Source: an optimization exercise on an open RTL-to-GDS flow (aim: small area, a short achievable clock period and few clock cycles per item). Production flows keep margins and buffers that such runs may drop.
Where RTL was checked, it was by simulation tests only, not by an equivalence proof against the original.
For runs 5 to 7, only the layout was checked, not whether the RTL still works.

### flow/config.mk
export PLATFORM = sky130hd
export DESIGN_NAME = huffman_top
export DESIGN_NICKNAME = huffman_top
export VERILOG_FILES = /design/flow/design.v
export SDC_FILE = /design/flow/constraint.sdc
export NUM_CORES = 4
export LEC_CHECK = 0
export ABC_AREA = 1
export CAP_MARGIN = 20
export CORE_MARGIN = 2
export CORE_UTILIZATION = 40
export CTS_BUF_LIST = sky130_fd_sc_hd__clkbuf_8
export PLACE_DENSITY = 0.75
export SLEW_MARGIN = 20
### flow/constraint.sdc
create_clock -name core_clock -period 10.0 [get_ports {clk}]
set_input_delay 2.0000 -clock core_clock [delete_from_list [all_inputs] [get_ports {clk}]]
set_output_delay 2.0000 -clock core_clock [all_outputs]
set_load 0.01 [all_outputs]
### flow/design.v
module huffman_top (
    input         clk,
    input         reset,
    input         gray_valid,
    input  [7:0]  gray_data,
    output        CNT_valid,
    output [47:0] CNT,
    output        code_valid,
    output [47:0] HC,
    output [47:0] M
);
reg        vld, srt, mrg, clr, cnt_v, code_v, gm;
reg  [4:1] F;
always @(posedge clk or posedge reset) begin
    if (reset) begin
        vld <= 1'b0; srt <= 1'b0; mrg <= 1'b0; clr <= 1'b1;
        F <= 4'b0; cnt_v <= 1'b0; code_v <= 1'b0; gm <= 1'b0;
    end else begin
        vld    <= gray_valid;
        cnt_v  <= vld && !gray_valid;
        code_v <= mrg && !F[1];
        clr    <= mrg && !F[1];
        if (vld && !gray_valid) begin
            srt <= 1'b1;
            gm  <= 1'b0;
            F   <= 4'b1111;
        end else if (srt || mrg) begin
            if (!F[1]) begin
                srt <= 1'b0;
                if (srt) gm <= 1'b1;
                mrg <= srt;
                F   <= {4{srt}};
            end else
                F <= {1'b0, F[4:2]};
        end
    end
end
reg  [6:0] R [0:5];
reg  [2:0] p [0:5];
reg  [4:0] hc [0:5];
reg  [2:0] ln [0:5];    
wire [6:0] X = (clr ? 7'd0 : R[0]) + (mrg ? R[1] : 7'd0);
wire [6:0] r1c = gm ? R[1] : 7'd0;
function lt3(input [6:0] a, input [6:0] c, input [6:0] r);
    reg [6:0] s, k;
    reg [7:0] t;
    begin
        s = a ^ c ^ ~r;
        k = (a & c) | (a & ~r) | (c & ~r);
        t = {1'b0, s} + {k[5:0], 1'b0};
        lt3 = k[6] | t[7];
    end
endfunction
wire [7:0] b;
assign b[0] = 1'b0;
assign b[1] = srt && (F[1] || R[1] < R[0]);
assign b[2] = (srt && F[2]) || lt3(R[0], r1c, R[2]);
assign b[3] = (srt && F[3]) || lt3(R[0], r1c, R[3]);
assign b[4] = (srt && F[4]) || lt3(R[0], r1c, R[4]);
assign b[5] = lt3(R[0], r1c, R[5]);
assign b[6] = 1'b0;
assign b[7] = 1'b0;
reg  [2:0] px;
always @(posedge clk)
    px <= gray_data[2:0];
wire [5:0] inc;
genvar g;
generate for (g = 0; g < 6; g = g + 1) begin : sym
    assign inc[g] = vld && (px == ((g == 5) ? 3'd1 : g + 2));
end endgenerate
integer m;
reg [6:0] r1, r2, ones;
reg       s1, s0;
always @(posedge clk) begin
    for (m = 0; m < 6; m = m + 1) begin
        r1 = (m < 5) ? R[m + 1] : 7'd127;
        r2 = (m < 4) ? R[m + 2] : 7'd127;
        ones = {&R[m][5:0], &R[m][4:0], &R[m][3:0], &R[m][2:0], &R[m][1:0], R[m][0], 1'b1};
        s0 = (srt && (b[m] || m == 0)) || (mrg && !b[m + 2]) || clr;
        s1 = (srt && !b[m + 1] && (b[m] || m == 0)) || (mrg && (b[m + 1] || m == 0)) || clr;
        case ({s1, s0})
            2'd0: R[m] <= R[m] ^ (ones & {7{inc[m]}});
            2'd1: R[m] <= r1;
            2'd2: R[m] <= r2;
            2'd3: R[m] <= X;
        endcase
    end
end
wire [5:1] t = srt ? b[5:1] : {1'b0, b[5:2]};
wire [2:0] q = {t[3], t[2] & !t[5], t[1] & !t[4]};
function [2:0] jdec1(input [2:0] j);    
    jdec1 = {!j[0], j[2], j[1]};
endfunction
function [2:0] jdec2(input [2:0] j);    
    jdec2 = {!j[1], !j[0], j[2]};
endfunction
function [5:0] jhot(input [2:0] j);     
    jhot = {j[2] & !j[1], j[1] & !j[0], j[2] & j[0], !j[2] & j[1], !j[1] & j[0], !j[2] & !j[0]};
endfunction
localparam [17:0] PINIT = {3'b110, 3'b111, 3'b011, 3'b001, 3'b000, 3'b100};
integer k;
reg [5:0] h, lh;
reg       bp, first2, inv, one;
reg [2:0] base, nxt;
always @(posedge clk) begin
    for (k = 0; k < 6; k = k + 1) begin
        h = jhot(p[k]);
        bp = |(h[5:1] & b[5:1]);
        first2 = h[0] | h[1];
        base = srt ? p[k] : jdec1(p[k]);
        nxt = bp ? jdec1(base) : base;
        p[k] <= (srt || mrg) ? (((srt && h[0]) || (mrg && first2)) ? q : nxt)
                             : PINIT[3 * k +: 3];
        inv = mrg && first2;
        one = mrg && h[0];
        ln[k] <= ({3{mrg & !first2}} & ln[k]) | ({3{inv}} & {ln[k][1:0], !ln[k][2]});
        lh = jhot(ln[k]);
        hc[k] <= ({5{mrg}} & hc[k]) | ({5{one}} & lh[4:0]);
    end
end
assign CNT_valid  = cnt_v;
assign code_valid = code_v;
assign CNT = {1'b0, R[5], 1'b0, R[0], 1'b0, R[1], 1'b0, R[2], 1'b0, R[3], 1'b0, R[4]};
assign HC  = {3'b0, hc[0], 3'b0, hc[1], 3'b0, hc[2], 3'b0, hc[3], 3'b0, hc[4], 3'b0, hc[5]};
function [7:0] mask(input [2:0] j);
    mask = {3'b0, j[2] & !j[1], j[2] & !j[0], j[2], j[2] | j[1], 1'b1};
endfunction
assign M   = {mask(ln[0]), mask(ln[1]), mask(ln[2]), mask(ln[3]), mask(ln[4]), mask(ln[5])};
endmodule
### flow/flow/run.sh
#!/bin/bash
set -euo pipefail
export BUFFER_PORTS_ARGS="-buffer_cell sky130_fd_sc_hd__buf_1"
export SETUP_SLACK_MARGIN=6.7
bash standard.sh finish > flow.log 2>&1
### flow/standard.sh
#!/bin/bash
# synth_recipe.tcl (not shown) runs the flow's synth.tcl, then flattens the netlist and writes it again
# the make line also repeats each setting of config.mk as NAME=value (left out here)
make -C /OpenROAD-flow-scripts/flow DESIGN_CONFIG=/design/flow/config.mk WORK_HOME=/design/flow/orfs CLKGATE_MAP_FILE= SYNTH_SCRIPT=/design/flow/synth_recipe.tcl "${@:-finish}"
==> flow_summary.ini, run 1 <==
[run_status]
outcome = timing/DRC/antenna clean

[critical_path]
crit_path_max_incr_delay_ns = 0.59
cp_data_required_time_ns = 8.00
r2r_cells = 14
cell_by_cell_listing_of_the_critical_path = buf_1
critical_path.endpoint_type = output pin
critPathTopFamily = flip-flops
r2r_slack_ns = 6.78
path_max_fanout = 8
worstSetupPathType = reg2out
cp_num_buf_inv = 1
reg2reg_to = R[5][4]
r2r_start = R[0][4]
arrival_time_of_data_at_the_critical_path_endpoint_ns = 1.25
critPathLaunchType = register
timing.critical_path.slowest_stage_cell = sky130_fd_sc_hd__dfxtp_1

[logic_synthesis]
post_synth_main_area_contributors = sky130_fd_sc_hd__dfxtp_1, sky130_fd_sc_hd__nand2_1, sky130_fd_sc_hd__nand3_1
syn_inst = 1212
synth-seq-cells = 122
synth_cell_type_count = 44
netlist_top_cells_count = sky130_fd_sc_hd__nand2_1, sky130_fd_sc_hd__inv_1, sky130_fd_sc_hd__nand3_1
synth_seq_area_share_pct = 29.2
post-synth-top-area-cell = sky130_fd_sc_hd__dfxtp_1
netlist_area_um2 = 8550
synth_top_cell_area_share_pct = 26.0
postSynth.topFlopCell = sky130_fd_sc_hd__dfxtp_1
synthMostInstantiatedCell = sky130_fd_sc_hd__nand2_1
synth_edf_count = 0
ys.warnings.count = 5
synth-async-reset-ratio_pct = 9.02
post_synth.cell_area_avg_um2 = 7.05

[grt]
grt_usage_pct = 21.4
grt_first_pass_wirelength_um = 38100
grt_pass1_vias = 7552
grt_antenna_before_repair = 0
grt_start_max_net_pins = 64
grt_remaining_overflow = 0

[min_path]
hold_path.class = reg2reg
worst_hold_startpoint = hc[0][0]
timing.hold.worst_path_depth = 2
hold_end = hc[0][0]

[die]
die_h_um = 150
die-area_um2 = 22600
initial_utilization_pct = 40.7
row_count = 53
core_area_um2 = 21000
dieWidth_um = 150
floorplan.io_pins = 157

[clocking]
cts_clk_pin_slew_worst_paths_ns = 0.07
cts_buffers = 17
clock_latency_reported_for_the_late_side_of_the_worst_skew_pair_ns = 0.47
cts-root-to-sink-buffers = 2
tritoncts = built
cts.sink_count = 122
h-tree-depth = 4
cts_root_buf = sky130_fd_sc_hd__clkbuf_8

[placement]
dp.final_hpwl_um = 17500
numPlacedInstances = 1558
port-buffer-count = 103
globalplace.congestion = 0.942

[route]
finalWirelength_um = 24100
wl_per_cell_um = 15.0
drcViolationCount = 0
vias_per_cell = 5.23
drtPass1Iterations = 6
via_count = 8391
drt_iter0_drc = 610
ant_nets = 0

[layout]
final_cell_count_no_fill = 1604
fillCellCount = 2112
area_delta_synth_final_pct = 12.4
antennaDiodeCount = 0
design.final.nets = 1392
layout-drive-gt1-share_pct = 8.88

[timing]
worst_rel_slew_slack_pct = 30.7
slew_violations = 0
max_slew.worst_pin.slew_ns = 1.03
final-setup-viol-count = 0
rsz0062_at_grt = yes
hold_viol = 0
final.setup.tns_ns = 0
post-route-period-util_pct = 32.5
max_freq_mhz = 307
timing.hold.ws_ns = 0.462
min_period_ns = 3.25
timing.clock.skew_ns = 0.0210

[job]
max_cap_violations = 0
[flip-flops by register name (all words and copies together) (netlist names)]
| name | cells |
|---|---|
| p | 18 |
| hc | 30 |
| px | 3 |
| R | 42 |
| clr | 1 |
| vld | 1 |
| code_v | 1 |
| cnt_v | 1 |
| ln | 18 |
| srt | 1 |
| gm | 1 |
| F | 4 |
| mrg | 1 |
[cell type report]
| type | count | area (um2) | share of cell area, % |
|---|---|---|---|
| timing repair buffer | 118 | 526 | 5.47 |
| multi-input combinational | 910 | 5180 | 53.9 |
| sequential | 122 | 2520 | 26.2 |
| tap | 275 | 344 | 3.58 |
| clock buffer | 19 | 262 | 2.72 |
| inverter | 147 | 558 | 5.81 |
| clock inverter | 13 | 214 | 2.23 |
[worst max path at each step]
stage	slack, ns	to	from	cells after the start
floorplan	6.99	R[5][4]	R[1][4]	14
global placement	6.32	R[4][5]	R[1][4]	13
detailed placement	6.32	R[4][6]	R[1][4]	13
CTS	6.70	R[5][4]	gm	14
global route	6.61	R[5][4]	R[0][4]	14
finish	6.75	CNT[24]	R[1][0]	1
[logic make-up after synthesis]
logic type | after synthesis | synth area share, %
other | 2 | 0.0879
DFF | 122 | 29.2
AOI/OAI and AO/OA | 147 | 10.1
adders and majority gates | 65 | 11.7
xor gates and xnor gates | 28 | 2.87
and+or+nand+nor | 621 | 32.9
buffers and inverters | 227 | 13.1
[cells in the final DEF, fill, tap and decap left out, types with 25 or more instances in the layout]
cell / count
sky130_fd_sc_hd__a21oi_1: 42
sky130_fd_sc_hd__buf_1: 102
sky130_fd_sc_hd__conb_1: 48
sky130_fd_sc_hd__dfxtp_1: 96
sky130_fd_sc_hd__fa_1: 25
sky130_fd_sc_hd__ha_1: 40
sky130_fd_sc_hd__inv_1: 139
sky130_fd_sc_hd__nand2_1: 315
sky130_fd_sc_hd__nand3_1: 126
sky130_fd_sc_hd__nand4_1: 42
sky130_fd_sc_hd__nor2_1: 91
sky130_fd_sc_hd__o21ai_0: 43
sky130_fd_sc_hd__o31ai_1: 30
[metrics by stage]
stage / util [%] / setup WS (ns) / cell area, um2
2_1_floorplan: - / 6.99 / 8720
3_3_place_gp: 42.3 / 6.32 / 8900
3_5_place_dp: 42.3 / 6.32 / 8900
4_1_cts: 45.1 / 6.70 / 9470
5_1_grt: 45.7 / 6.61 / 9600
6_report: 45.7 / 6.75 / 9600
[timing repair]
item | in CTS | in global routing
setup endpoints to repair | 56 | 56
setup buffers | 6 | 7
hold buffers | 0 | 0
cloned | 0 | 1
pin swaps | 3 | 3
gates resized for setup | 13 | 18
[routing by layer]
metal	vias up	track usage [%]	share of wire, %
li1	4085	-	-
met1	3882	28.0	42
met2	360	34.0	45
met3	64	4.27	8.9
met4	0	10.2	4.0
met5	-	0	0
Testbench counts, summed over its fixed seeds: cycles 35,840, images 320.
==> inputs of run 2 (changes only) <==
==> flow/flow/run.sh (replaced) <==
#!/bin/bash
set -euo pipefail
export BUFFER_PORTS_ARGS="-buffer_cell sky130_fd_sc_hd__buf_1"
export SETUP_SLACK_MARGIN=6.75
bash standard.sh finish > flow.log 2>&1
--- a/flow/config.mk
+++ b/flow/config.mk
@@ -12,3 +12,2 @@
 export CTS_BUF_LIST = sky130_fd_sc_hd__clkbuf_8
-export PLACE_DENSITY = 0.75
 export SLEW_MARGIN = 20
==> run 2 against run 1 <==
Net effect:
- synthesized cell count is the same
- sequential share of layout area hardly changed
- fmax is 2.1% higher
==> flow_summary.ini, run 2 <==
[run_status]
outcome = timing/DRC/antenna clean

[layout]
antennaDiodeCount = 0
design.final.nets = 1404
layout-drive-gt1-share_pct = 10.8
max_reg_flops = 42
fillCellCount = 2206
largest-register = R
commonest_non_fill_non_tap_cells_in_the_layout = sky130_fd_sc_hd__nand2_1, sky130_fd_sc_hd__inv_1, sky130_fd_sc_hd__nand3_1
most_frequent_standard_cell_in_the_layout_excluding_fill_and_tap_cells = sky130_fd_sc_hd__nand2_1
area_delta_synth_final_pct = 13.0
largest_registers = R x42, hc x30

[logic_synthesis]
post_synth.cell_area_avg_um2 = 7.05
post_synth_main_area_contributors = sky130_fd_sc_hd__dfxtp_1, sky130_fd_sc_hd__nand2_1, sky130_fd_sc_hd__nand3_1
postSynth.topFlopCell = sky130_fd_sc_hd__dfxtp_1
synthMostInstantiatedCell = sky130_fd_sc_hd__nand2_1
synth_edf_count = 0
synth-seq-cells = 122
syn_inst = 1212
synth_top_cell_area_share_pct = 26.0
post-synth-top-area-cell = sky130_fd_sc_hd__dfxtp_1
netlist_top_cells_count = sky130_fd_sc_hd__nand2_1, sky130_fd_sc_hd__inv_1, sky130_fd_sc_hd__nand3_1
synth_seq_area_share_pct = 29.2
synth_cell_type_count = 44
synth-async-reset-ratio_pct = 9.02
ys.warnings.count = 5
netlist_area_um2 = 8550

[critical_path]
crit_path_end = M[44]
r2r_start = R[0][4]
r2r_cells = 14
crit_path_max_incr_delay_ns = 0.37
critical_path.endpoint_type = output pin
r2r_slack_ns = 6.89
cell_by_cell_listing_of_the_critical_path = inv_1 -> nor2_1 -> clkbuf_2
worstSetupPathType = reg2out
path_max_fanout = 5
arrival_time_of_data_at_the_critical_path_endpoint_ns = 1.19
crit_path_start = ln[0][2]
critPathLaunchType = register
timing.critical_path.slowest_stage_cell = sky130_fd_sc_hd__dfxtp_2
cp_data_required_time_ns = 8.00
reg2reg_to = R[3][1]

[placement]
port-buffer-count = 103
globalplace.congestion = 0.863
dp.final_hpwl_um = 17800

[die]
floorplan.io_pins = 157
initial_utilization_pct = 40.7
die-area_um2 = 22600
row_count = 53
core_area_um2 = 21000
die_h_um = 150
dieWidth_um = 150

[route]
ant_nets = 0
drtPass1Iterations = 6
drcViolationCount = 0
wl_per_cell_um = 15.1
via_count = 8154
vias_per_cell = 5.05
drt_iter0_drc = 395
finalWirelength_um = 24300

[timing]
final.setup.tns_ns = 0
timing.clock.skew_ns = 0.0165
post-route-period-util_pct = 31.9
rsz0062_at_grt = yes
slew_violations = 0
timing.hold.ws_ns = 0.459
final-setup-viol-count = 0
hold_viol = 0
max_freq_mhz = 314
worst_rel_slew_slack_pct = 35.0
min_period_ns = 3.19
max_slew.worst_pin.slew_ns = 0.973

[clocking]
cts_buffers = 17
tritoncts = built
cts_clk_pin_slew_worst_paths_ns = 0.08
cts.sink_count = 122
clock_latency_reported_for_the_late_side_of_the_worst_skew_pair_ns = 0.46
cts-root-to-sink-buffers = 2
cts_root_buf = sky130_fd_sc_hd__clkbuf_8
h-tree-depth = 4

[grt]
grt_antenna_before_repair = 0
grt_pass1_vias = 7503
grt_first_pass_wirelength_um = 38400
grt_remaining_overflow = 0
grt_start_max_net_pins = 57
grt_usage_pct = 21.8

[min_path]
hold_path.class = reg2reg

[job]
max_cap_violations = 0
==> run 2: worst min path at each step <==
stage / from / endpoint / slack [ns] / depth (start not counted)
final: hc[0][2] / hc[0][2] / 0.46 / 2
after global routing: hc[0][0] / hc[0][0] / 0.49 / 2
after floorplan: ln[4][1] / hc[4][1] / 0.44 / 1
after CTS: hc[0][2] / hc[0][2] / 0.46 / 2
after detailed placement: hc[0][2] / hc[0][2] / 0.44 / 2
after global placement: hc[5][2] / hc[5][2] / 0.44 / 2
==> run 2: logic make-up (layout without fill, tap and decap cells) <==
kind of cell,count (synthesis),count (layout),synth area share (%)
simple gates,621,621,32.9
buf+inv,227,310,13.1
compound gates,147,147,10.1
flops,122,122,29.2
fa+ha+maj,65,65,11.7
xor+xnor,28,28,2.87
other cells,2,48,0.0879
==> run 2: cell type report <==
cell class,instances,area [um2],area share (%)
Multi-Input combinational cell,909,5200,53.8
Sequential cell,122,2530,26.2
Timing Repair Buffer,131,664,6.88
Inverter,147,561,5.81
Tap cell,275,344,3.56
Clock buffer,19,262,2.71
Clock inverter,13,96.3,0.998
==> run 2: metal layers <==
metal / vias to the layer above / track usage (%) / wire (um)
met1: 3764 / 28.0 / 10800
met4: 0 / 8.87 / 650
met3: 40 / 2.88 / 1200
met5: - / 0 / 0
met2: 235 / 36.8 / 11600
li1: 4115 / - / -
==> run 2: metrics by stage <==
| stage | setup WS [ns] | std cells | area, um2 | util [%] |
|---|---|---|---|---|
| 2_1_floorplan | 6.99 | 1258 | 8720 | - |
| 4_1_cts | 6.76 | 1601 | 9430 | 44.9 |
| 6_report | 6.81 | 1616 | 9650 | 45.9 |
| 5_1_grt | 6.73 | 1616 | 9650 | 45.9 |
| 3_5_place_dp | 6.15 | 1558 | 8900 | 42.3 |
| 3_3_place_gp | 6.16 | 1558 | 8900 | 42.3 |
==> run 2: worst max-delay path: cells and delay by family, from the launching register on <==
kind          cells  cell delay [ns]
simple gates      1             0.12
buf+inv           2             0.24
flops             1             0.37
==> run 2: what timing repair did <==
item | 4_1_cts | 5_1_grt
gates resized for setup | 24 | 31
setup buffers | 11 | 14
hold buffers | 0 | 0
gates cloned | 0 | 1
endpoints found under the setup margin | 80 | 65
pin swaps | 4 | 10
==> inputs of run 3 (changes only) <==
==> flow/flow/run.sh (replaced) <==
#!/bin/bash
set -euo pipefail
export BUFFER_PORTS_ARGS="-buffer_cell sky130_fd_sc_hd__buf_1"
export SETUP_SLACK_MARGIN=6.65
bash standard.sh finish > flow.log 2>&1
==> run 3 against run 2 <==
Net effect:
- still clean
- core utilization fell by 0.94 points
- first-iteration DRC count is 17% higher
- synthesized cell count unchanged
- critical path type unchanged
- critical endpoint is now CNT[38]
- highest routed layer unchanged
==> flow_summary.ini, run 3 <==
[critical_path]
critPathLaunchType = register
r2r_slack_ns = 6.86
r2r_start = R[0][4]
crit_path_max_incr_delay_ns = 0.63
r2r_cells = 14
cp_num_buf_inv = 1
worstSetupPathType = reg2out
critPathTopFamily = flip-flops
cp_data_required_time_ns = 8.00
cell_by_cell_listing_of_the_critical_path = buf_1
path_max_fanout = 7
timing.critical_path.slowest_stage_cell = sky130_fd_sc_hd__dfxtp_1
critical_path.endpoint_type = output pin
reg2reg_to = R[3][4]
arrival_time_of_data_at_the_critical_path_endpoint_ns = 1.29
crit_cells = 1

[route]
via_count = 8046
finalWirelength_um = 23800
drt_iter0_drc = 463
drtPass1Iterations = 5
vias_per_cell = 5.01
drcViolationCount = 0
ant_nets = 0
wl_per_cell_um = 14.8

[logic_synthesis]
synth_cell_type_count = 44
synth_top_cell_area_share_pct = 26.0
synth_edf_count = 0
synthMostInstantiatedCell = sky130_fd_sc_hd__nand2_1
netlist_top_cells_count = sky130_fd_sc_hd__nand2_1, sky130_fd_sc_hd__inv_1, sky130_fd_sc_hd__nand3_1
synth-seq-cells = 122
synth-async-reset-ratio_pct = 9.02
post_synth.cell_area_avg_um2 = 7.05
synth_seq_area_share_pct = 29.2
postSynth.topFlopCell = sky130_fd_sc_hd__dfxtp_1
ys.warnings.count = 5
post_synth_main_area_contributors = sky130_fd_sc_hd__dfxtp_1, sky130_fd_sc_hd__nand2_1, sky130_fd_sc_hd__nand3_1
netlist_area_um2 = 8550
syn_inst = 1212
post-synth-top-area-cell = sky130_fd_sc_hd__dfxtp_1

[timing]
post-route-worst-setup-slack_ns = 6.71
timing.clock.skew_ns = 0.0159
post-route-period-util_pct = 32.9
timing.hold.ws_ns = 0.458
final.setup.tns_ns = 0
max_freq_mhz = 304
max_slew.worst_pin.slew_ns = 0.980
final-setup-viol-count = 0
rsz0062_at_grt = no
min_period_ns = 3.29
worst_rel_slew_slack_pct = 34.6
slew_violations = 0
hold_viol = 0

[clocking]
cts_clk_pin_slew_worst_paths_ns = 0.07
tritoncts = built
h-tree-depth = 4
cts_root_buf = sky130_fd_sc_hd__clkbuf_8
cts.sink_count = 122
clock_latency_reported_for_the_late_side_of_the_worst_skew_pair_ns = 0.47
cts_buffers = 17
cts-root-to-sink-buffers = 2

[die]
die-area_um2 = 22600
dieWidth_um = 150
die_h_um = 150
initial_utilization_pct = 40.7
row_count = 53
core_area_um2 = 21000
floorplan.io_pins = 157

[layout]
postLayoutCoreUtil_pct = 45.0
commonest_non_fill_non_tap_cells_in_the_layout = sky130_fd_sc_hd__nand2_1, sky130_fd_sc_hd__inv_1, sky130_fd_sc_hd__nand3_1
design.final.nets = 1393
post-route-cell-area_um2 = 9460
most_frequent_standard_cell_in_the_layout_excluding_fill_and_tap_cells = sky130_fd_sc_hd__nand2_1
largest_registers = R x42, hc x30
area_delta_synth_final_pct = 10.6
max_reg_flops = 42
layout-drive-gt1-share_pct = 8.65
antennaDiodeCount = 0
largest-register = R
final_cell_count_no_fill = 1605

[grt]
met3_usage_pct = 2.73
globalRoute.busiestLayer = met2
grt_start_max_net_pins = 57
grt_usage_pct = 21.7
grt_first_pass_wirelength_um = 38300
met2_layer_usage_reported_by_global_route_pct = 37.1
grt_remaining_overflow = 0
grt_pass1_vias = 7447
grt_antenna_before_repair = 0
globalRouteMet1Util_pct = 28.0

[placement]
placement.cell_area_um2 = 8900
port-buffer-count = 103
dp.final_hpwl_um = 17800
globalplace.congestion = 0.863
numPlacedInstances = 1558
place_worst_setup_slack_ns = 6.15

[run_status]
outcome = timing/DRC/antenna clean

[min_path]
timing.hold.worst_path_depth = 2
hold_path.class = reg2reg
worst_hold_startpoint = hc[0][2]
hold_end = hc[0][2]

[job]
max_cap_violations = 0
## run 3: cell families (layout without fill, tap and decap cells)
| kind of cell | Yosys count | in the layout | synth area share, % |
|---|---|---|---|
| DFF | 122 | 122 | 29.2 |
| buffers and inverters | 227 | 299 | 13.1 |
| other | 2 | 48 | 0.0879 |
| xor gates and xnor gates | 28 | 28 | 2.87 |
| and+or+nand+nor | 621 | 621 | 32.9 |
| adders and majority gates | 65 | 65 | 11.7 |
| AOI/OAI and AO/OA | 147 | 147 | 10.1 |
## run 3: worst min-delay path: stages (launching register included)
cell and delay [ns]:
sky130_fd_sc_hd__dfxtp_1 0.33, sky130_fd_sc_hd__nand2_1 0.05, sky130_fd_sc_hd__o31ai_1 0.05
## run 3: worst max-delay path by stage
stage	start	end	slack, ns
after floorplan	R[1][4]	R[5][4]	6.99
after global placement	R[1][4]	R[4][3]	6.16
after detailed placement	R[1][4]	R[4][3]	6.15
after CTS	gm	R[5][4]	6.66
after global routing	ln[4][2]	M[12]	6.65
final	R[0][6]	CNT[38]	6.71
## run 3: routing by layer
layer  vias to the layer above  share of wire [%]
met2                       215                 48
met4                         0                2.2
li1                       4085                  -
met3                        35                4.8
met1                      3711                 45
met5                         -                  0
## run 3: final cells by class
| class | instances | area [um2] |
|---|---|---|
| inverters | 147 | 558 |
| clock inverters | 13 | 96.3 |
| fillers | 2211 | 11600 |
| multi-input cells | 909 | 5150 |
| well taps | 275 | 344 |
| repair buffers | 120 | 527 |
| flip-flops and latches | 122 | 2520 |
| clock buffers | 19 | 262 |
## run 3: repair_timing
item,CTS,global route
setup endpoints to repair,62,49
hold buffers,0,0
gates resized for setup,11,15
buffers inserted,4,11
pin swaps,4,3
==> inputs of run 4 (changes only) <==
==> flow/flow/run.sh (replaced) <==
#!/bin/bash
set -euo pipefail
export BUFFER_PORTS_ARGS="-buffer_cell sky130_fd_sc_hd__buf_1"
export SETUP_SLACK_MARGIN=6.7
bash standard.sh finish > flow.log 2>&1
--- a/flow/config.mk
+++ b/flow/config.mk
@@ -8,3 +8,3 @@
 export ABC_AREA = 1
-export CAP_MARGIN = 20
+export CAP_MARGIN = 0
 export CORE_MARGIN = 2
@@ -12,2 +12,2 @@
 export CTS_BUF_LIST = sky130_fd_sc_hd__clkbuf_8
-export SLEW_MARGIN = 20
+export SLEW_MARGIN = 0
==> run 4 against run 3 <==
Net effect:
- still clean on timing, DRC and antenna
- worst hold slack about the same
- synthesized area unchanged
- wire length up 0.34%
- synthesized cell count unchanged
- fmax up 2.6%
- clock-buffer cell count unchanged
- global-route usage about the same
==> flow_summary.ini, run 4 <==
[layout]
largest_registers = R x42, hc x30
seqCellArea_um2 = 2520
most_frequent_standard_cell_in_the_layout_excluding_fill_and_tap_cells = sky130_fd_sc_hd__nand2_1
antennaDiodeCount = 0
layout-drive-gt1-share_pct = 9.51
largest-register = R
commonest_non_fill_non_tap_cells_in_the_layout = sky130_fd_sc_hd__nand2_1, sky130_fd_sc_hd__inv_1, sky130_fd_sc_hd__nand3_1
area_delta_synth_final_pct = 11.3
max_reg_flops = 42
design.final.nets = 1398
post-route-cell-area_um2 = 9510
multi_input_area_um2 = 5160
fillCellCount = 2210

[logic_synthesis]
postSynth.topFlopCell = sky130_fd_sc_hd__dfxtp_1
synthMostInstantiatedCell = sky130_fd_sc_hd__nand2_1
synth-seq-cells = 122
synth_top_cell_area_share_pct = 26.0
synth_cell_type_count = 44
netlist_area_um2 = 8550
post_synth_main_area_contributors = sky130_fd_sc_hd__dfxtp_1, sky130_fd_sc_hd__nand2_1, sky130_fd_sc_hd__nand3_1
synth_edf_count = 0
ys.warnings.count = 5
synth_seq_area_share_pct = 29.2
post_synth.cell_area_avg_um2 = 7.05
synth-async-reset-ratio_pct = 9.02
netlist_top_cells_count = sky130_fd_sc_hd__nand2_1, sky130_fd_sc_hd__inv_1, sky130_fd_sc_hd__nand3_1
syn_inst = 1212
post-synth-top-area-cell = sky130_fd_sc_hd__dfxtp_1

[critical_path]
critPathTopFamily = flip-flops
worstSetupPathType = reg2out
r2r_slack_ns = 6.90
cp_data_required_time_ns = 8.00
timing.critical_path.slowest_stage_cell = sky130_fd_sc_hd__dfxtp_1
path_max_fanout = 7
cell_by_cell_listing_of_the_critical_path = buf_1
crit_path_max_incr_delay_ns = 0.56
critical_path.endpoint_type = output pin
critPathLaunchType = register
cp_num_buf_inv = 1
arrival_time_of_data_at_the_critical_path_endpoint_ns = 1.21

[route]
ant_nets = 0
via_count = 8080
drt_iter0_drc = 352
drtPass1Iterations = 5
vias_per_cell = 5.02
finalWirelength_um = 23900
wl_per_cell_um = 14.8
drcViolationCount = 0

[run_status]
outcome = timing/DRC/antenna clean

[grt]
grt_pass1_vias = 7464
grt_start_max_net_pins = 57
grt_remaining_overflow = 0
grt_antenna_before_repair = 0
grt_usage_pct = 21.7
met2_layer_usage_reported_by_global_route_pct = 36.9
globalRouteMet1Util_pct = 28.1
met3_usage_pct = 2.73
globalRoute.busiestLayer = met2
grt_first_pass_wirelength_um = 38400

[timing]
rsz0062_at_grt = no
worst_rel_slew_slack_pct = 35.7
timing.clock.skew_ns = 0.0161
final-setup-viol-count = 0
max_slew.worst_pin.slew_ns = 0.963
hold_viol = 0
min_period_ns = 3.21
slew_violations = 0
max_freq_mhz = 311
post-route-period-util_pct = 32.1
final.setup.tns_ns = 0

[placement]
dp.final_hpwl_um = 17800
placement.cell_area_um2 = 8900
globalplace.congestion = 0.863
port-buffer-count = 103

[die]
initial_utilization_pct = 40.7
row_count = 53
dieWidth_um = 150
floorplan.io_pins = 157
die_h_um = 150
die-area_um2 = 22600
core_area_um2 = 21000

[clocking]
holdBufCountCts = 0
cts_root_buf = sky130_fd_sc_hd__clkbuf_8
cts.sink_count = 122
clock_latency_reported_for_the_late_side_of_the_worst_skew_pair_ns = 0.47
h-tree-depth = 4
cts_clk_pin_slew_worst_paths_ns = 0.07
tritoncts = built
cts-root-to-sink-buffers = 2
cts_buffers = 17

[job]
max_cap_violations = 0

[min_path]
hold_path.class = reg2reg
-- run 4: changes by cell type in the layout (fill, tap and decap cells not counted), moves of 2 or more --
cell / before / now
sky130_fd_sc_hd__dfxtp_2: 13 / 16
sky130_fd_sc_hd__buf_4: 16 / 21
sky130_fd_sc_hd__buf_1: 103 / 101
sky130_fd_sc_hd__dfxtp_1: 98 / 95
sky130_fd_sc_hd__clkbuf_2: 0 / 2
-- run 4: path summary, 6_finish.rpt --
path	from	end	cells past startpoint
max reg2reg	R[0][4]	p[1][0]	17
min	hc[0][2]	hc[0][2]	2
min in group asynchronous	reset	srt	2
max in group asynchronous	reset	clr	2
min reg2reg	hc[0][2]	hc[0][2]	2
max	R[5][2]	CNT[42]	1
-- run 4: cell families after synthesis --
| kind of cell | Yosys count | share of synthesized area (%) |
|---|---|---|
| AO/OA/AOI/OAI | 147 | 10.1 |
| XOR/XNOR | 28 | 2.87 |
| adder cells (fa/ha/maj) | 65 | 11.7 |
| buffers and inverters | 227 | 13.1 |
| flip-flops | 122 | 29.2 |
| other | 2 | 0.0879 |
| AND/OR/NAND/NOR | 621 | 32.9 |
-- run 4: timing repair --
action	CTS	global route
hold endpoints to repair	0	0
pin swaps	4	5
resized for setup	16	18
endpoints found under the setup margin	67	51
setup buffers	6	14
-- run 4: final cells by class --
type                       instances  area share [%]
sequential                       122            26.5
inverter                         147            5.87
clock buffer                      19            2.75
multi-input combinational        909            54.3
timing repair buffer             125            5.96
clock inverter                    13            1.01
tap                              275            3.62
-- run 4: through the flow --
stage | utilization (%) | hold WS [ns] | instances | worst slack (ns)
after floorplan | - | 0.445 | 1258 | 6.99
after global placement | 42.3 | 0.442 | 1558 | 6.16
final | 45.2 | 0.458 | 1610 | 6.79
after detailed placement | 42.3 | 0.443 | 1558 | 6.15
after global routing | 45.2 | 0.488 | 1610 | 6.71
after CTS | 44.5 | 0.462 | 1596 | 6.72
-- run 4: layer usage --
metal | vias up | routed length [um]
met3 | 38 | 1010
met2 | 197 | 11400
li1 | 4094 | -
met1 | 3751 | 10900
met5 | - | 0
met4 | 0 | 630
==> inputs of run 5 (changes only) <==
--- a/flow/design.v
+++ b/flow/design.v
@@ -62,5 +62,2 @@
 assign b[7] = 1'b0;
-reg  [2:0] px;
-always @(posedge clk)
-    px <= gray_data[2:0];
 wire [5:0] inc;
@@ -68,3 +65,3 @@
 generate for (g = 0; g < 6; g = g + 1) begin : sym
-    assign inc[g] = vld && (px == ((g == 5) ? 3'd1 : g + 2));
+    assign inc[g] = gray_valid && (gray_data[2:0] == ((g == 5) ? 3'd1 : g + 2));
 end endgenerate
--- a/flow/config.mk
+++ b/flow/config.mk
@@ -8,3 +8,3 @@
 export ABC_AREA = 1
-export CAP_MARGIN = 0
+export CAP_MARGIN = 20
 export CORE_MARGIN = 2
@@ -12,2 +12,2 @@
 export CTS_BUF_LIST = sky130_fd_sc_hd__clkbuf_8
-export SLEW_MARGIN = 0
+export SLEW_MARGIN = 20
==> run 5 against run 4 <==
Net effect:
- still clean
- first-iteration DRC count rose by 51%
- clock skew fell by 0.0031 ns
- core utilization rose by 0.17 points
- register-to-register slack improved by 0.03 ns
- non-clock buffer count fell by 4
- worst hold slack improved by 0.00064 ns
- wire length fell by 5.6%
- clock-buffer cell count did not move
==> flow_summary.ini, run 5 <==
[logic_synthesis]
post_synth.cell_area_avg_um2 = 7.02
synthMostInstantiatedCell = sky130_fd_sc_hd__nand2_1
synthSimpleGateAreaFrac_pct = 33.1
synth-async-reset-ratio_pct = 9.24
synth_edf_count = 0
synth-compound-area-share_pct = 10.2
netlist_top_cells_count = sky130_fd_sc_hd__nand2_1, sky130_fd_sc_hd__inv_1, sky130_fd_sc_hd__nand3_1
synth_top_family_by_area = simple AND/OR/NAND/NOR gates
synth_cell_type_count = 44
synth.area.mux_share_pct = 0
post_synth_main_area_contributors = sky130_fd_sc_hd__dfxtp_1, sky130_fd_sc_hd__nand2_1, sky130_fd_sc_hd__nand3_1
synth-seq-cells = 119
postSynth.topFlopCell = sky130_fd_sc_hd__dfxtp_1
synth_seq_area_share_pct = 28.7
synth_top_cell_area_share_pct = 25.5
ys.warnings.count = 5
syn_inst = 1209
netlist_area_um2 = 8490
synth_area_in_adders_pct = 11.8
post-synth-top-area-cell = sky130_fd_sc_hd__dfxtp_1
post_synth_xor_area_fraction_pct = 2.89

[timing]
final.setup.tns_ns = 0
timing.clock.skew_ns = 0.0131
min_period_ns = 3.21
max_slew.worst_pin.slew_ns = 0.937
rsz0062_at_grt = yes
worst_rel_slew_slack_pct = 37.4
slew_violations = 0
final-setup-viol-count = 0
hold_viol = 0
post-route-worst-setup-slack_ns = 6.79
post-route-period-util_pct = 32.1
max_freq_mhz = 312

[min_path]
timing.hold.worst_path_depth = 2
hold_path.class = reg2reg

[job]
max_cap_violations = 0

[layout]
antennaDiodeCount = 0
layout-drive-gt1-share_pct = 9.71
area_delta_synth_final_pct = 12.1
most_frequent_standard_cell_in_the_layout_excluding_fill_and_tap_cells = sky130_fd_sc_hd__nand2_1
largest_registers = R x42, hc x30
design.final.nets = 1391
post-route-cell-area_um2 = 9520
max_reg_flops = 42
largest-register = R
commonest_non_fill_non_tap_cells_in_the_layout = sky130_fd_sc_hd__nand2_1, sky130_fd_sc_hd__inv_1, sky130_fd_sc_hd__nand3_1

[critical_path]
arrival_time_of_data_at_the_critical_path_endpoint_ns = 3.53
worstSetupPathType = in2reg
critPathLaunchType = primary input
cp_data_required_time_ns = 10.32
r2r_slack_ns = 6.93
reg2reg_to = p[3][0]
critical_path.endpoint_type = register
crit_path_end = R[2][6]
crit_path_start = gray_valid
path_max_fanout = 4
r2r_start = gm
r2r_cells = 14

[route]
vias_per_cell = 4.88
finalWirelength_um = 22600
wl_per_cell_um = 14.1
drt_iter0_drc = 533
drtPass1Iterations = 5
ant_nets = 0
via_count = 7827
drcViolationCount = 0

[placement]
place_worst_setup_slack_ns = 6.13
dp.final_hpwl_um = 17300
placement.cell_area_um2 = 8840
port-buffer-count = 103
globalplace.congestion = 0.872

[grt]
grt_usage_pct = 20.4
grt_pass1_vias = 7225
grt_first_pass_wirelength_um = 36400
grt_start_max_net_pins = 51
grt_remaining_overflow = 0
grt_antenna_before_repair = 0

[clocking]
cts_buffers = 17
holdBufCountCts = 0
tritoncts = built
cts-root-to-sink-buffers = 2
clock_latency_reported_for_the_late_side_of_the_worst_skew_pair_ns = 0.45
cts.sink_count = 119
cts_root_buf = sky130_fd_sc_hd__clkbuf_8
cts_clk_pin_slew_worst_paths_ns = 0.08
h-tree-depth = 4

[die]
floorplan.io_pins = 157
initial_utilization_pct = 40.5
dieWidth_um = 150
die_h_um = 150
die-area_um2 = 22400
row_count = 53
core_area_um2 = 21000

[run_status]
outcome = timing/DRC/antenna clean
[run 5: how the worst min path moves through the flow]
stage               slack [ns]        to  startpoint
floorplan                 0.44  hc[4][1]    ln[4][1]
global placement          0.44  hc[5][0]    hc[5][0]
detailed placement        0.44  hc[2][1]    hc[2][1]
CTS                       0.46  hc[2][1]    hc[2][1]
global route              0.49  hc[3][2]    hc[3][2]
finish                    0.46  hc[2][1]    hc[2][1]
[run 5: what timing repair did]
action                                  4_1_cts  5_1_grt
resized for setup                            12       27
cloned                                        0        0
buffers inserted                              6       10
pin swaps                                     3        7
endpoints found under the setup margin       62       57
[run 5: cell type report]
type                    count  area, um2
flip-flops and latches    119       2460
repair buffers            121        564
clock inverters            13        146
fillers                  2211      11400
well taps                 275        344
inverters                 147        554
multi-input cells         909       5190
clock buffers              19        262
[run 5: worst max-delay path, cell delays in order]
cell and delay [ns]:
sky130_fd_sc_hd__buf_2 0.15, sky130_fd_sc_hd__nand2_1 0.14, sky130_fd_sc_hd__nor2_1 0.11, sky130_fd_sc_hd__nand4_1 0.14, sky130_fd_sc_hd__nor2_1 0.24, sky130_fd_sc_hd__nand2_1 0.08, sky130_fd_sc_hd__nor2_1 0.22, sky130_fd_sc_hd__nand2_1 0.10
sky130_fd_sc_hd__xor2_1 0.16, sky130_fd_sc_hd__nand3_1 0.09, sky130_fd_sc_hd__nand4_1 0.11
[run 5: cells by family (layout without fill, tap and decap cells)]
family / after synthesis / count (layout)
xor+xnor: 28 / 28
simple gates: 621 / 621
compound gates: 147 / 147
fa+ha+maj: 65 / 65
buf+inv: 227 / 300
flops: 119 / 119
other cells: 2 / 48
[run 5: per-stage QoR]
step           hold WS [ns]  instances  utilization [%]
2_1_floorplan         0.445       1255                -
3_3_place_gp          0.442       1555             42.2
3_5_place_dp          0.444       1555             42.2
4_1_cts               0.465       1593             44.7
5_1_grt               0.490       1603             45.4
6_report              0.458       1603             45.4
[run 5: metal layers]
| metal | share of wire, % | global-route usage, % |
|---|---|---|
| met1 | 47 | 26.7 |
| met5 | 0 | 0 |
| met3 | 4.2 | 3.87 |
| met4 | 1.4 | 5.19 |
| met2 | 48 | 34.7 |
==> inputs of run 6 (changes only) <==
--- a/flow/design.v
+++ b/flow/design.v
@@ -62,2 +62,5 @@
 assign b[7] = 1'b0;
+reg  [2:0] px;
+always @(posedge clk)
+    px <= gray_data[2:0];
 wire [5:0] inc;
@@ -65,3 +68,3 @@
 generate for (g = 0; g < 6; g = g + 1) begin : sym
-    assign inc[g] = gray_valid && (gray_data[2:0] == ((g == 5) ? 3'd1 : g + 2));
+    assign inc[g] = vld && (px == ((g == 5) ? 3'd1 : g + 2));
 end endgenerate
@@ -97,2 +100,5 @@
 localparam [17:0] PINIT = {3'b110, 3'b111, 3'b011, 3'b001, 3'b000, 3'b100};
+reg hk;
+always @(posedge clk)
+    hk <= (srt && !F[1]) || mrg;
 integer k;
@@ -110,7 +116,7 @@
                              : PINIT[3 * k +: 3];
-        inv = mrg && first2;
-        one = mrg && h[0];
-        ln[k] <= ({3{mrg & !first2}} & ln[k]) | ({3{inv}} & {ln[k][1:0], !ln[k][2]});
+        inv = hk && first2;
+        one = hk && h[0];
+        ln[k] <= ({3{hk & !first2}} & ln[k]) | ({3{inv}} & {ln[k][1:0], !ln[k][2]});
         lh = jhot(ln[k]);
-        hc[k] <= ({5{mrg}} & hc[k]) | ({5{one}} & lh[4:0]);
+        hc[k] <= ({5{hk}} & hc[k]) | ({5{one}} & lh[4:0]);
     end
==> run 6 against run 5 <==
Net effect:
- worst hold slack better by 0.0056 ns
- register-to-register slack worse by 0.05 ns
- sequential share of layout area is 0.41 points higher
- synthesized area is 2.8% higher
- synthesized cell count is 1.1% higher
- non-clock buffer count is 2 lower
- first-iteration DRC count is 18% lower
- clock-buffer cell count is 2 lower
- critical path type is now reg2out
- highest routed layer unchanged
==> flow_summary.ini, run 6 <==
[logic_synthesis]
synth-seq-cells = 123
synthMostInstantiatedCell = sky130_fd_sc_hd__nand2_1
post_synth_main_area_contributors = sky130_fd_sc_hd__dfxtp_1, sky130_fd_sc_hd__nand2_1, sky130_fd_sc_hd__nand3_1
netlist_area_um2 = 8730
synth_top_cell_area_share_pct = 25.7
syn_inst = 1222
post_synth.cell_area_avg_um2 = 7.14
netlist_top_cells_count = sky130_fd_sc_hd__nand2_1, sky130_fd_sc_hd__inv_1, sky130_fd_sc_hd__nand3_1
synth_edf_count = 0
synth_seq_area_share_pct = 28.9
synth-async-reset-ratio_pct = 8.94
postSynth.topFlopCell = sky130_fd_sc_hd__dfxtp_1
synth_cell_type_count = 44
ys.warnings.count = 5
post-synth-top-area-cell = sky130_fd_sc_hd__dfxtp_1

[grt]
grt_usage_pct = 20.5
grt_pass1_vias = 7357
grt_remaining_overflow = 0
grt_antenna_before_repair = 0
grt_first_pass_wirelength_um = 37200
grt_start_max_net_pins = 49

[timing]
max_slew.worst_pin.slew_ns = 0.748
final-setup-viol-count = 0
hold_viol = 0
post-route-worst-setup-slack_ns = 6.80
min_period_ns = 3.20
rsz0062_at_grt = no
post-route-period-util_pct = 32.0
final.setup.tns_ns = 0
max_freq_mhz = 312
slew_violations = 0
timing.clock.skew_ns = 0.0201
worst_rel_slew_slack_pct = 49.9

[clocking]
cts_buffers = 17
cts-root-to-sink-buffers = 2
holdBufCountCts = 0
cts_root_buf = sky130_fd_sc_hd__clkbuf_8
cts.sink_count = 123
tritoncts = built
clock_latency_reported_for_the_late_side_of_the_worst_skew_pair_ns = 0.47
h-tree-depth = 4
cts_clk_pin_slew_worst_paths_ns = 0.09

[critical_path]
cp_data_required_time_ns = 8.00
critPathLaunchType = register
critical_path.endpoint_type = output pin
path_max_fanout = 5
arrival_time_of_data_at_the_critical_path_endpoint_ns = 1.20
worstSetupPathType = reg2out

[run_status]
outcome = timing/DRC/antenna clean

[route]
vias_per_cell = 5.00
via_count = 8087
finalWirelength_um = 23000
drt_iter0_drc = 439
wl_per_cell_um = 14.2
ant_nets = 0
drcViolationCount = 0
drtPass1Iterations = 5

[layout]
largest-register = R
largest_registers = R x42, hc x30
antennaDiodeCount = 0
design.final.nets = 1401
most_frequent_standard_cell_in_the_layout_excluding_fill_and_tap_cells = sky130_fd_sc_hd__nand2_1
fillCellCount = 2248
area_delta_synth_final_pct = 10.8
max_reg_flops = 42
multi_input_area_um2 = 5270
layout-drive-gt1-share_pct = 9.79
seqCellArea_um2 = 2540
commonest_non_fill_non_tap_cells_in_the_layout = sky130_fd_sc_hd__nand2_1, sky130_fd_sc_hd__inv_1, sky130_fd_sc_hd__nand3_1

[placement]
globalplace.congestion = 0.878
place_worst_setup_slack_ns = 6.37
port-buffer-count = 103
dp.final_hpwl_um = 17300

[die]
core_area_um2 = 21600
row_count = 54
die-area_um2 = 23000
die_h_um = 152
initial_utilization_pct = 40.4
dieWidth_um = 152
floorplan.io_pins = 157

[job]
max_cap_violations = 0

[min_path]
hold_path.class = reg2reg
## run 6: cell types whose count changed after synthesis, sizes merged
cell	delta
o22ai	+6
clkbuf	+2
a21oi	+2
inv	+6
or2	-1
dfxtp	+4
nand3	-6
nand2	+2
nand4	-1
nor2	+4
buf	-1
o21ai	-4
## run 6: final cells by class
| cell class | count | area share, % |
|---|---|---|
| Clock buffer | 17 | 2.42 |
| Multi-Input combinational cell | 911 | 54.4 |
| Sequential cell | 123 | 26.3 |
| Timing Repair Buffer | 119 | 5.37 |
| Clock inverter | 15 | 1.93 |
| Inverter | 153 | 5.96 |
| Tap cell | 280 | 3.62 |
## run 6: path summary, 6_finish.rpt
check,start,end,slack (ns),depth (start not counted)
min in group asynchronous,reset,cnt_v,1.49,2
worst min register to register,hc[5][0],hc[5][0],0.46,2
worst min-delay path,hc[5][0],hc[5][0],0.46,2
worst max register to register,R[1][5],R[1][6],6.88,14
worst max-delay path,ln[5][2],M[4],6.80,3
max in group asynchronous,reset,clr,8.19,2
## run 6: metal layers
layer	track usage, %	wire length [um]	vias to the layer above
met1	26.4	10600	3710
met3	3.92	1130	31
met2	34.5	10900	236
li1	-	-	4110
met4	6.44	431	0
met5	0	0	-
## run 6: cells by family after synthesis
logic type,count (synthesis),synth area share (%)
xor+xnor,28,2.81
fa+ha+maj,65,11.5
flops,123,28.9
buf+inv,234,13.4
simple gates,619,33.0
compound gates,151,10.3
other cells,2,0.0861
## run 6: timing repair
action / CTS / global route
buffers inserted: 3 / 10
pin swaps: 1 / 3
gates resized for setup: 11 / 16
setup endpoints to repair: 50 / 63
endpoints found under the hold margin: 0 / 0
gates cloned: 0 / 0
## run 6: worst max-delay path, cell delays in order (launching register included)
cell	delay, ns
sky130_fd_sc_hd__dfxtp_2	0.37
sky130_fd_sc_hd__inv_1	0.10
sky130_fd_sc_hd__nor2_1	0.11
sky130_fd_sc_hd__buf_1	0.16
## run 6: stage by stage
step           hold slack [ns]  cell area (um2)  util, %  instances
2_1_floorplan            0.445             8900        -       1268
3_3_place_gp             0.442             9070     41.9       1573
3_5_place_dp             0.444             9070     41.9       1573
4_1_cts                  0.470             9560     44.2       1608
5_1_grt                  0.491             9670     44.7       1618
6_report                 0.464             9670     44.7       1618
==> inputs of run 7 (changes only) <==
--- a/flow/design.v
+++ b/flow/design.v
@@ -13,2 +13,7 @@
 reg  [4:1] F;
+always @(posedge clk)
+    if (vld && !gray_valid)
+        F <= 4'b1111;
+    else if (srt || mrg)
+        F <= F[1] ? {1'b0, F[4:2]} : {4{srt}};
 always @(posedge clk or posedge reset) begin
@@ -16,3 +21,3 @@
         vld <= 1'b0; srt <= 1'b0; mrg <= 1'b0; clr <= 1'b1;
-        F <= 4'b0; cnt_v <= 1'b0; code_v <= 1'b0; gm <= 1'b0;
+        cnt_v <= 1'b0; code_v <= 1'b0; gm <= 1'b0;
     end else begin
@@ -25,11 +30,6 @@
             gm  <= 1'b0;
-            F   <= 4'b1111;
-        end else if (srt || mrg) begin
-            if (!F[1]) begin
-                srt <= 1'b0;
-                if (srt) gm <= 1'b1;
-                mrg <= srt;
-                F   <= {4{srt}};
-            end else
-                F <= {1'b0, F[4:2]};
+        end else if ((srt || mrg) && !F[1]) begin
+            srt <= 1'b0;
+            if (srt) gm <= 1'b1;
+            mrg <= srt;
         end
@@ -100,5 +100,2 @@
 localparam [17:0] PINIT = {3'b110, 3'b111, 3'b011, 3'b001, 3'b000, 3'b100};
-reg hk;
-always @(posedge clk)
-    hk <= (srt && !F[1]) || mrg;
 integer k;
@@ -116,7 +113,7 @@
                              : PINIT[3 * k +: 3];
-        inv = hk && first2;
-        one = hk && h[0];
-        ln[k] <= ({3{hk & !first2}} & ln[k]) | ({3{inv}} & {ln[k][1:0], !ln[k][2]});
+        inv = mrg && first2;
+        one = mrg && h[0];
+        ln[k] <= ({3{mrg & !first2}} & ln[k]) | ({3{inv}} & {ln[k][1:0], !ln[k][2]});
         lh = jhot(ln[k]);
-        hc[k] <= ({5{hk}} & hc[k]) | ({5{one}} & lh[4:0]);
+        hc[k] <= ({5{mrg}} & hc[k]) | ({5{one}} & lh[4:0]);
     end
==> run 7 against run 6 <==
Net effect:
- still clean on timing, DRC and antenna
- clock skew is 0.0046 ns lower
- setup slack better by 0.0068 ns
- wire length is 1.5% lower
- worst hold slack hardly changed
- critical path depth stayed put
- die area is 3.7% lower
- sequential share of layout area is 0.10 points lower
- highest routed layer unchanged
==> flow_summary.ini, run 7 <==
[logic_synthesis]
synth-seq-cells = 122
netlist_top_cells_count = sky130_fd_sc_hd__nand2_1, sky130_fd_sc_hd__inv_1, sky130_fd_sc_hd__dfxtp_1
synth_area_in_adders_pct = 11.9
synth_edf_count = 0
synth_cell_type_count = 50
syn_inst = 1180
synthSimpleGateAreaFrac_pct = 30.5
post_synth_main_area_contributors = sky130_fd_sc_hd__dfxtp_1, sky130_fd_sc_hd__nand2_1, sky130_fd_sc_hd__nand3_1
postSynth.topFlopCell = sky130_fd_sc_hd__dfxtp_1
synth-compound-area-share_pct = 12.2
post_synth_xor_area_fraction_pct = 2.92
synthMostInstantiatedCell = sky130_fd_sc_hd__nand2_1
synth_top_family_by_area = simple AND/OR/NAND/NOR gates
synth.area.mux_share_pct = 0
synth_top_cell_area_share_pct = 27.4
synth_seq_area_share_pct = 29.5
post-synth-top-area-cell = sky130_fd_sc_hd__dfxtp_1
ys.warnings.count = 5
netlist_area_um2 = 8390
post_synth.cell_area_avg_um2 = 7.11
synth-async-reset-ratio_pct = 5.74

[die]
core_area_um2 = 20400
row_count = 52
floorplan.io_pins = 157
initial_utilization_pct = 41.1
die-area_um2 = 22200
dieWidth_um = 149
die_h_um = 149

[layout]
most_frequent_standard_cell_in_the_layout_excluding_fill_and_tap_cells = sky130_fd_sc_hd__nand2_1
antennaDiodeCount = 0
largest_registers = R x42, hc x30
fillCellCount = 2127
largest-register = R
commonest_non_fill_non_tap_cells_in_the_layout = sky130_fd_sc_hd__nand2_1, sky130_fd_sc_hd__inv_1, sky130_fd_sc_hd__nand3_1
area_delta_synth_final_pct = 13.9
seqCellArea_um2 = 2500
multi_input_area_um2 = 5100
design.final.nets = 1376
layout-drive-gt1-share_pct = 10.9
postLayoutCoreUtil_pct = 46.8
max_reg_flops = 42

[timing]
worst_rel_slew_slack_pct = 56.6
final-setup-viol-count = 0
post-route-worst-setup-slack_ns = 6.80
hold_viol = 0
slew_violations = 0
max_slew.worst_pin.slew_ns = 0.649
post-route-period-util_pct = 32.0
final.setup.tns_ns = 0
timing.clock.skew_ns = 0.0155
min_period_ns = 3.20
max_freq_mhz = 313
rsz0062_at_grt = no

[critical_path]
critPathLaunchType = register
crit_path_start = ln[5][2]
cp_num_buf_inv = 2
crit_path_max_incr_delay_ns = 0.37
path_max_fanout = 5
r2r_slack_ns = 6.95
r2r_cells = 18
arrival_time_of_data_at_the_critical_path_endpoint_ns = 1.20
reg2reg_to = R[3][1]
cp_data_required_time_ns = 8.00
r2r_start = gm
worstSetupPathType = reg2out
critical_path.endpoint_type = output pin
critPathTopFamily = flip-flops
timing.critical_path.slowest_stage_cell = sky130_fd_sc_hd__dfxtp_2
cell_by_cell_listing_of_the_critical_path = inv_1 -> nor2_1 -> buf_1

[route]
drcViolationCount = 0
vias_per_cell = 4.92
wl_per_cell_um = 14.3
drtPass1Iterations = 6
finalWirelength_um = 22600
via_count = 7796
ant_nets = 0
drt_iter0_drc = 454

[clocking]
cts_root_buf = sky130_fd_sc_hd__clkbuf_8
cts_buffers = 17
tritoncts = built
cts-root-to-sink-buffers = 2
cts.sink_count = 122
h-tree-depth = 4
cts_clk_pin_slew_worst_paths_ns = 0.08
clock_latency_reported_for_the_late_side_of_the_worst_skew_pair_ns = 0.46

[min_path]
hold_end = hc[4][4]
worst_hold_startpoint = hc[4][4]
timing.hold.worst_path_depth = 2
hold_path.class = reg2reg

[grt]
grt_pass1_vias = 7187
grt_usage_pct = 20.6
grt_antenna_before_repair = 0
grt_remaining_overflow = 0
grt_start_max_net_pins = 59
grt_first_pass_wirelength_um = 36300

[placement]
dp.final_hpwl_um = 17100
port-buffer-count = 103
globalplace.congestion = 0.865
place_worst_setup_slack_ns = 6.11

[run_status]
outcome = timing/DRC/antenna clean

[job]
max_cap_violations = 0
[run 7: cell count changes after synthesis, sizes merged, moves of 4 or more]
cell,before,now
buf,71,67
or2,0,4
o211ai,0,5
nand2,327,306
nand4,43,30
dfrtp,10,6
nand3,126,114
o22ai,24,18
nor2,114,106
inv,153,145
o21ai,43,51
[run 7: cell families after synthesis]
kind of cell / after synthesis
AOI/OAI and AO/OA: 167
xor gates and xnor gates: 28
adders and majority gates: 65
buffers and inverters: 223
DFF: 122
other: 2
and+or+nand+nor: 573
[run 7: worst max path at each step]
stage               endpoint  slack, ns  depth (start not counted)
floorplan            R[5][3]       6.89                         16
global placement     R[3][0]       6.14                         13
detailed placement   R[3][1]       6.11                         13
CTS                    M[44]       6.70                          3
global route         R[2][0]       6.69                         18
finish                  M[4]       6.80                          3
[run 7: repair_timing]
action	in CTS	in global routing
hold buffers	0	0
pin swaps	4	10
endpoints found under the hold margin	0	0
resized for setup	19	24
buffers inserted	10	16
endpoints found under the setup margin	59	60
[run 7: routing by layer]
metal	wire length (um)	global-route usage (%)
met5	0	0
met4	379	5.86
met3	895	3.18
met2	11100	36.4
met1	10300	26.2
[run 7: stage by stage]
stage | std cells | hold slack (ns) | cell area (um2)
after floorplan | 1226 | 0.442 | 8560
after global placement | 1525 | 0.443 | 8780
after detailed placement | 1525 | 0.445 | 8780
after CTS | 1567 | 0.469 | 9370
after global routing | 1583 | 0.480 | 9560
final | 1583 | 0.464 | 9560
[run 7: area by class of cell]
cell class,count,share of cell area [%]
repair buffers,131,6.53
multi-input cells,881,53.3
flip-flops and latches,122,26.2
inverters,147,5.81
clock buffers,17,2.45
well taps,270,3.53
clock inverters,15,2.21
[run 7: worst register-to-register path, cell delays in order, from the launching register on]
cell and delay, ns:
sky130_fd_sc_hd__dfrtp_2 0.48, sky130_fd_sc_hd__buf_4 0.18, sky130_fd_sc_hd__nand2_1 0.05, sky130_fd_sc_hd__inv_1 0.11
sky130_fd_sc_hd__fa_1 0.39, sky130_fd_sc_hd__ha_1 0.29, sky130_fd_sc_hd__nand2_1 0.07, sky130_fd_sc_hd__a21oi_1 0.04
sky130_fd_sc_hd__nand2_1 0.06, sky130_fd_sc_hd__nand2_1 0.08, sky130_fd_sc_hd__nand2_1 0.14, sky130_fd_sc_hd__nand4_4 0.19
sky130_fd_sc_hd__nand2_2 0.14, sky130_fd_sc_hd__nor2_2 0.05, sky130_fd_sc_hd__nor2_1 0.18, sky130_fd_sc_hd__nand2_4 0.16
sky130_fd_sc_hd__nor2_4 0.24, sky130_fd_sc_hd__nand2_1 0.07, sky130_fd_sc_hd__nand4_1 0.07

static timing again, ports no longer ideal:
Ports are ideal in the flow. The routed layouts listed here were re-timed in OpenROAD.
Step 1 assumes that a clkbuf_16 drives the clock port and a buf_2 every other input.
Step 2 also shifts input and output timing later by t, the mid clock arrival at the registers, as if the neighbouring blocks saw the same clock.
a / b / c = ideal / step 1 / step 2; a / b = the first two.
| run | t (ns) | slack for setup (ns) | worst hold slack (ns) |
|---|---|---|---|
| run 1 | 0.497 | 6.747 / 6.710 / 6.780 | 0.462 / 0.462 / 0.462 |
| run 2 | 0.495 | 6.814 / 6.774 / 6.889 | 0.459 / 0.459 / 0.459 |
| run 3 | 0.498 | 6.706 / 6.666 / 6.860 | 0.458 / 0.458 / 0.458 |
| run 4 | 0.497 | 6.789 / 6.748 / 6.896 | 0.458 / 0.458 / 0.458 |
| run 5 | 0.490 | 6.792 / 6.774 / 6.323 | 0.458 / 0.458 / 0.458 |
| run 6 | 0.498 | 6.797 / 6.758 / 6.881 | 0.464 / 0.464 / 0.464 |
| run 7 | 0.496 | 6.804 / 6.763 / 6.952 | 0.464 / 0.464 / 0.464 |
After both steps setup and hold are still met in every run listed. The setup slack of run 5, which loses most, moves by -0.018 ns with the drivers and by -0.469 ns with both steps.
